Context: an optimization exercise on an open-source flow, tuned for small area. The choices shown serve that exercise and are no tape-out recipe.

// cordic_native
module cordic_native(
    input wire I_rst_n,                 
    input wire I_clk,
    input wire [13:0] I_init_phase,
    input wire I_change_phase,
    input wire [13:0] I_inc_phase,
    output wire [13:0] O_cos,
    output wire [13:0] O_sin
    );
Size: ~2200 cells after synthesis, ~59 I/O pins, roughly 18000 um2 of cells after synthesis.
clock: 5.0 ns
lec_check: 0
abc_area: 1
cap_margin: 20
core_margin: 2
core_utilization: 50
cts_buf_list: sky130_fd_sc_hd__clkbuf_16
cts_cluster_diameter: 100
cts_cluster_size: 30
setup_slack_margin: 0.15
slew_margin: 20
standard.sh (not shown) runs the stock make flow with config.mk's settings and CLKGATE_MAP_FILE= SYNTH_SCRIPT=/design/flow/synth_recipe.tcl, a recipe that flattens the netlist after the stock synthesis.
==> flow/flow/run.sh <==
#!/bin/bash
# Layout flow: the standard flow (standard.sh), with the port buffers
# made from buf_1 instead of the delay-cell buffers buffer_ports picks.
set -e
export BUFFER_PORTS_ARGS="-buffer_cell sky130_fd_sc_hd__buf_1"
bash standard.sh > standard.log 2>&1
The first run completed and failed the layout checks on negative setup slack.
==> next run, changes <==
--- a/flow/design.v
+++ b/flow/design.v
@@ -319,20 +319,16 @@
             7'd125: begin S_lx = 14'd15691; S_ly = 14'd7338; end
             7'd126: begin S_lx = 14'd15463; S_ly = 14'd7313; end
             7'd127: begin S_lx = 14'd15235; S_ly = 14'd7279; end
             default: begin S_lx = 14'd0; S_ly = 14'd0; end
         endcase
     end
-    wire [13:0] S_x8;
-    add_sk u_S_x8 (.a(S_lx), .b(({{7{S_ly[13]}},S_ly[13:7]}) ^ {14{(~R_n8_11)}}), .ci((~R_n8_11)), .s(S_x8));
-    wire [13:0] S_y8;
-    add_sk u_S_y8 (.a(S_ly), .b(({{7{S_lx[13]}},S_lx[13:7]}) ^ {14{~(~R_n8_11)}}), .ci(~(~R_n8_11)), .s(S_y8));
-    wire [13:0] S_x9;
-    add_sk u_S_x9 (.a(S_x8), .b(({{8{S_y8[13]}},S_y8[13:8]}) ^ {14{(~R_n9_11)}}), .ci((~R_n9_11)), .s(S_x9));
-    wire [13:0] S_y9;
-    add_sk u_S_y9 (.a(S_y8), .b(({{8{S_x8[13]}},S_x8[13:8]}) ^ {14{~(~R_n9_11)}}), .ci(~(~R_n9_11)), .s(S_y9));
+    wire [13:0] S_x8 = S_lx + (({{7{S_ly[13]}},S_ly[13:7]}) ^ {14{(~R_n8_11)}}) + {13'd0, (~R_n8_11)};
+    wire [13:0] S_y8 = S_ly + (({{7{S_lx[13]}},S_lx[13:7]}) ^ {14{~(~R_n8_11)}}) + {13'd0, ~(~R_n8_11)};
+    wire [13:0] S_x9 = S_x8 + (({{8{S_y8[13]}},S_y8[13:8]}) ^ {14{(~R_n9_11)}}) + {13'd0, (~R_n9_11)};
+    wire [13:0] S_y9 = S_y8 + (({{8{S_x8[13]}},S_x8[13:8]}) ^ {14{~(~R_n9_11)}}) + {13'd0, ~(~R_n9_11)};
     reg [13:0] R_x12, R_y12;
     always @(posedge I_clk) begin R_x12 <= S_x9; R_y12 <= S_y9; end
     reg R_n10_12;
     always @(posedge I_clk) R_n10_12 <= R_n10_11;
     reg R_n11_12;
     always @(posedge I_clk) R_n11_12 <= R_n11_11;
=> The changed run reached the layout checks and failed them: negative setup slack. Final area rose by 6.0%. Non-clock buffer count goes up by 28. Worst hold slack got worse by 0.0035 ns. Global-route usage shrinks by 0.63 points.
No run of this note included a check of the RTL's function; only the layout flow was run.


RTL: one of the versions met above, not the one the previous note started from.
Size: ~260 flip-flops, ~18000 um2 of cells after synthesis.
==> flow/config.mk <==
export PLATFORM = sky130hd
export DESIGN_NAME = cordic_native
export DESIGN_NICKNAME = cordic_native
export VERILOG_FILES = /design/flow/design.v
export SDC_FILE = /design/flow/constraint.sdc
export NUM_CORES = 4
export LEC_CHECK = 0
export ABC_AREA = 1
export CAP_MARGIN = 20
export CORE_MARGIN = 2
export CORE_UTILIZATION = 60
export CTS_BUF_LIST = sky130_fd_sc_hd__clkbuf_16
export CTS_CLUSTER_DIAMETER = 100
export CTS_CLUSTER_SIZE = 30
export SETUP_SLACK_MARGIN = 0.15
export SLEW_MARGIN = 20
==> flow/constraint.sdc <==
create_clock -name core_clock -period 5.0 [get_ports {I_clk}]
set_input_delay 1.0000 -clock core_clock [delete_from_list [all_inputs] [get_ports {I_clk}]]
set_output_delay 1.0000 -clock core_clock [all_outputs]
set_load 0.01 [all_outputs]
Scripts as last shown in full above: flow/flow/run.sh
The baseline stopped in 5_1_grt.
Next try:
--- a/flow/design.v
+++ b/flow/design.v
@@ -317,20 +317,24 @@
             7'd123: begin S_lx = 14'd16150; S_ly = 14'd7367; end
             7'd124: begin S_lx = 14'd15919; S_ly = 14'd7358; end
             7'd125: begin S_lx = 14'd15691; S_ly = 14'd7338; end
             7'd126: begin S_lx = 14'd15463; S_ly = 14'd7313; end
             7'd127: begin S_lx = 14'd15235; S_ly = 14'd7279; end
             default: begin S_lx = 14'd0; S_ly = 14'd0; end
         endcase
     end
-    wire [13:0] S_x8 = S_lx + (({{7{S_ly[13]}},S_ly[13:7]}) ^ {14{(~R_n8_11)}}) + {13'd0, (~R_n8_11)};
-    wire [13:0] S_y8 = S_ly + (({{7{S_lx[13]}},S_lx[13:7]}) ^ {14{~(~R_n8_11)}}) + {13'd0, ~(~R_n8_11)};
-    wire [13:0] S_x9 = S_x8 + (({{8{S_y8[13]}},S_y8[13:8]}) ^ {14{(~R_n9_11)}}) + {13'd0, (~R_n9_11)};
-    wire [13:0] S_y9 = S_y8 + (({{8{S_x8[13]}},S_x8[13:8]}) ^ {14{~(~R_n9_11)}}) + {13'd0, ~(~R_n9_11)};
+    wire [13:0] S_x8;
+    add_sk u_S_x8 (.a(S_lx), .b(({{7{S_ly[13]}},S_ly[13:7]}) ^ {14{(~R_n8_11)}}), .ci((~R_n8_11)), .s(S_x8));
+    wire [13:0] S_y8;
+    add_sk u_S_y8 (.a(S_ly), .b(({{7{S_lx[13]}},S_lx[13:7]}) ^ {14{~(~R_n8_11)}}), .ci(~(~R_n8_11)), .s(S_y8));
+    wire [13:0] S_x9;
+    add_sk u_S_x9 (.a(S_x8), .b(({{8{S_y8[13]}},S_y8[13:8]}) ^ {14{(~R_n9_11)}}), .ci((~R_n9_11)), .s(S_x9));
+    wire [13:0] S_y9;
+    add_sk u_S_y9 (.a(S_y8), .b(({{8{S_x8[13]}},S_x8[13:8]}) ^ {14{~(~R_n9_11)}}), .ci(~(~R_n9_11)), .s(S_y9));
     reg [13:0] R_x12, R_y12;
     always @(posedge I_clk) begin R_x12 <= S_x9; R_y12 <= S_y9; end
     reg R_n10_12;
     always @(posedge I_clk) R_n10_12 <= R_n10_11;
     reg R_n11_12;
     always @(posedge I_clk) R_n11_12 <= R_n11_11;
     reg R_n12_12;
     always @(posedge I_clk) R_n12_12 <= R_r11[1];
The new run stopped in 5_1_grt with GRT-0232.
Synthesized cell count shrinks by 4.6%.
Synthesized area shrinks by 2.2%.
No functional check of the RTL was part of any run of this note.


Setup of run a:
cordic_native, a different RTL version from the one above (not shown whole).
For scale: ~280 flip-flops, ~59 I/O pins, about 18,000 sq um of cells after synthesis.
## cordic_native
module cordic_native(
    input wire I_rst_n,                 
    input wire I_clk,
    input wire [13:0] I_init_phase,
    input wire I_change_phase,
    input wire [13:0] I_inc_phase,
    output wire [13:0] O_cos,
    output wire [13:0] O_sin
    );
==> flow/config.mk <==
export PLATFORM = sky130hd
export DESIGN_NAME = cordic_native
export DESIGN_NICKNAME = cordic_native
export VERILOG_FILES = /design/flow/design.v
export SDC_FILE = /design/flow/constraint.sdc
export NUM_CORES = 4
export LEC_CHECK = 0
export ABC_AREA = 1
export CAP_MARGIN = 20
export CORE_MARGIN = 2
export CORE_UTILIZATION = 60
export CTS_BUF_LIST = sky130_fd_sc_hd__clkbuf_16
export CTS_CLUSTER_DIAMETER = 100
export CTS_CLUSTER_SIZE = 30
export SLEW_MARGIN = 20
==> flow/constraint.sdc <==
create_clock -name core_clock -period 5.0 [get_ports {I_clk}]
set_input_delay 1.0000 -clock core_clock [delete_from_list [all_inputs] [get_ports {I_clk}]]
set_output_delay 1.0000 -clock core_clock [all_outputs]
set_load 0.01 [all_outputs]
Scripts as last shown in full above: flow/flow/run.sh
Per the final summary, run a finished and its layout is clean on timing, DRC and antenna.
Setup changes, run a to run b
diff --git a/flow/design.v b/flow/design.v
--- a/flow/design.v
+++ b/flow/design.v
@@ -224,27 +224,27 @@
             6'd56: begin S_lx = 14'd2142; S_ly = 14'd7053; end
             6'd57: begin S_lx = 14'd1698; S_ly = 14'd7173; end
             6'd58: begin S_lx = 14'd1247; S_ly = 14'd7264; end
             6'd59: begin S_lx = 14'd793; S_ly = 14'd7326; end
             6'd60: begin S_lx = 14'd341; S_ly = 14'd7363; end
             6'd61: begin S_lx = 14'd16265; S_ly = 14'd7369; end
             6'd62: begin S_lx = 14'd15805; S_ly = 14'd7348; end
             6'd63: begin S_lx = 14'd15349; S_ly = 14'd7296; end
             default: begin S_lx = 14'd0; S_ly = 14'd0; end
         endcase
     end
     wire [13:0] S_x7;
-    add_sk u_S_x7 (.a(S_lx), .b(({{6{S_ly[13]}},S_ly[13:6]}) ^ {14{(~R_n7_10)}}), .ci((~R_n7_10)), .s(S_x7));
+    add_bk u_S_x7 (.a(S_lx), .b(({{6{S_ly[13]}},S_ly[13:6]}) ^ {14{(~R_n7_10)}}), .ci((~R_n7_10)), .s(S_x7));
     wire [13:0] S_y7;
-    add_sk u_S_y7 (.a(S_ly), .b(({{6{S_lx[13]}},S_lx[13:6]}) ^ {14{~(~R_n7_10)}}), .ci(~(~R_n7_10)), .s(S_y7));
+    add_bk u_S_y7 (.a(S_ly), .b(({{6{S_lx[13]}},S_lx[13:6]}) ^ {14{~(~R_n7_10)}}), .ci(~(~R_n7_10)), .s(S_y7));
     reg [13:0] R_x11, R_y11;
     always @(posedge I_clk) begin R_x11 <= S_x7; R_y11 <= S_y7; end
     reg R_n8_11;
     always @(posedge I_clk) R_n8_11 <= R_n8_10;
     reg R_n9_11;
     always @(posedge I_clk) R_n9_11 <= R_n9_10;
     reg R_n10_11;
     always @(posedge I_clk) R_n10_11 <= R_n10_10;
     reg R_n11_11;
     always @(posedge I_clk) R_n11_11 <= R_r10[2];
     wire [1:0] S_rn12;
     add_rca #(2) u_rn12 (.a(R_r11), .b(~R_r11[1] ? 2'd3 : 2'd1), .ci(1'b0), .s(S_rn12));
--- outcome ---
Compared with run a, in run b maximum operating frequency went down about 1.1%, final standard cell utilization of the core held, mean routed wirelength per cell went up 3.1%, area of all placed cells without fillers went down 0.40%. Share of the clock period used by the worst path on run b is up relative to run a. Comparing run b and run a, sequential fraction of the synthesis area is lower on run a. | synthesized area | run b vs run a | better |. Area share of and/or/nand/nor cells after synthesis on run b is down relative to run a. Number of clock buffers inserted by TritonCTS (higher): run a.
No functional check of the RTL was part of any run of this note.

what the ideal ports hide:
In the flow no input, the clock included, has a driving cell. The finished layouts below were timed again as built, in two steps. Step 1 assumes that a clkbuf_16 drives the clock port and a buf_2 every other input. Step 2 adds t to the input delays and takes it off the output delays; t is the mean of the earliest and latest rising clock arrival at the registers after step 1. Input paths then give back, and output paths get back, about the clock's delay inside the block. a / b / c = no drivers / after step 1 / after step 2; a / b = the first two.
| run | shift t [ns] | setup WS [ns] | worst setup path after step 2 |
|---|---|---|---|
| the first run of note 1 | 0.555 | -0.274 / -0.274 / -0.274 | register to register |
| the second run of note 1 | 0.569 | -0.349 / -0.349 / -0.349 | register to register |
| run a | 0.559 | 0.492 / 0.492 / 0.492 | register to register |
| run b | 0.546 | 0.442 / 0.442 / 0.442 | register to register |
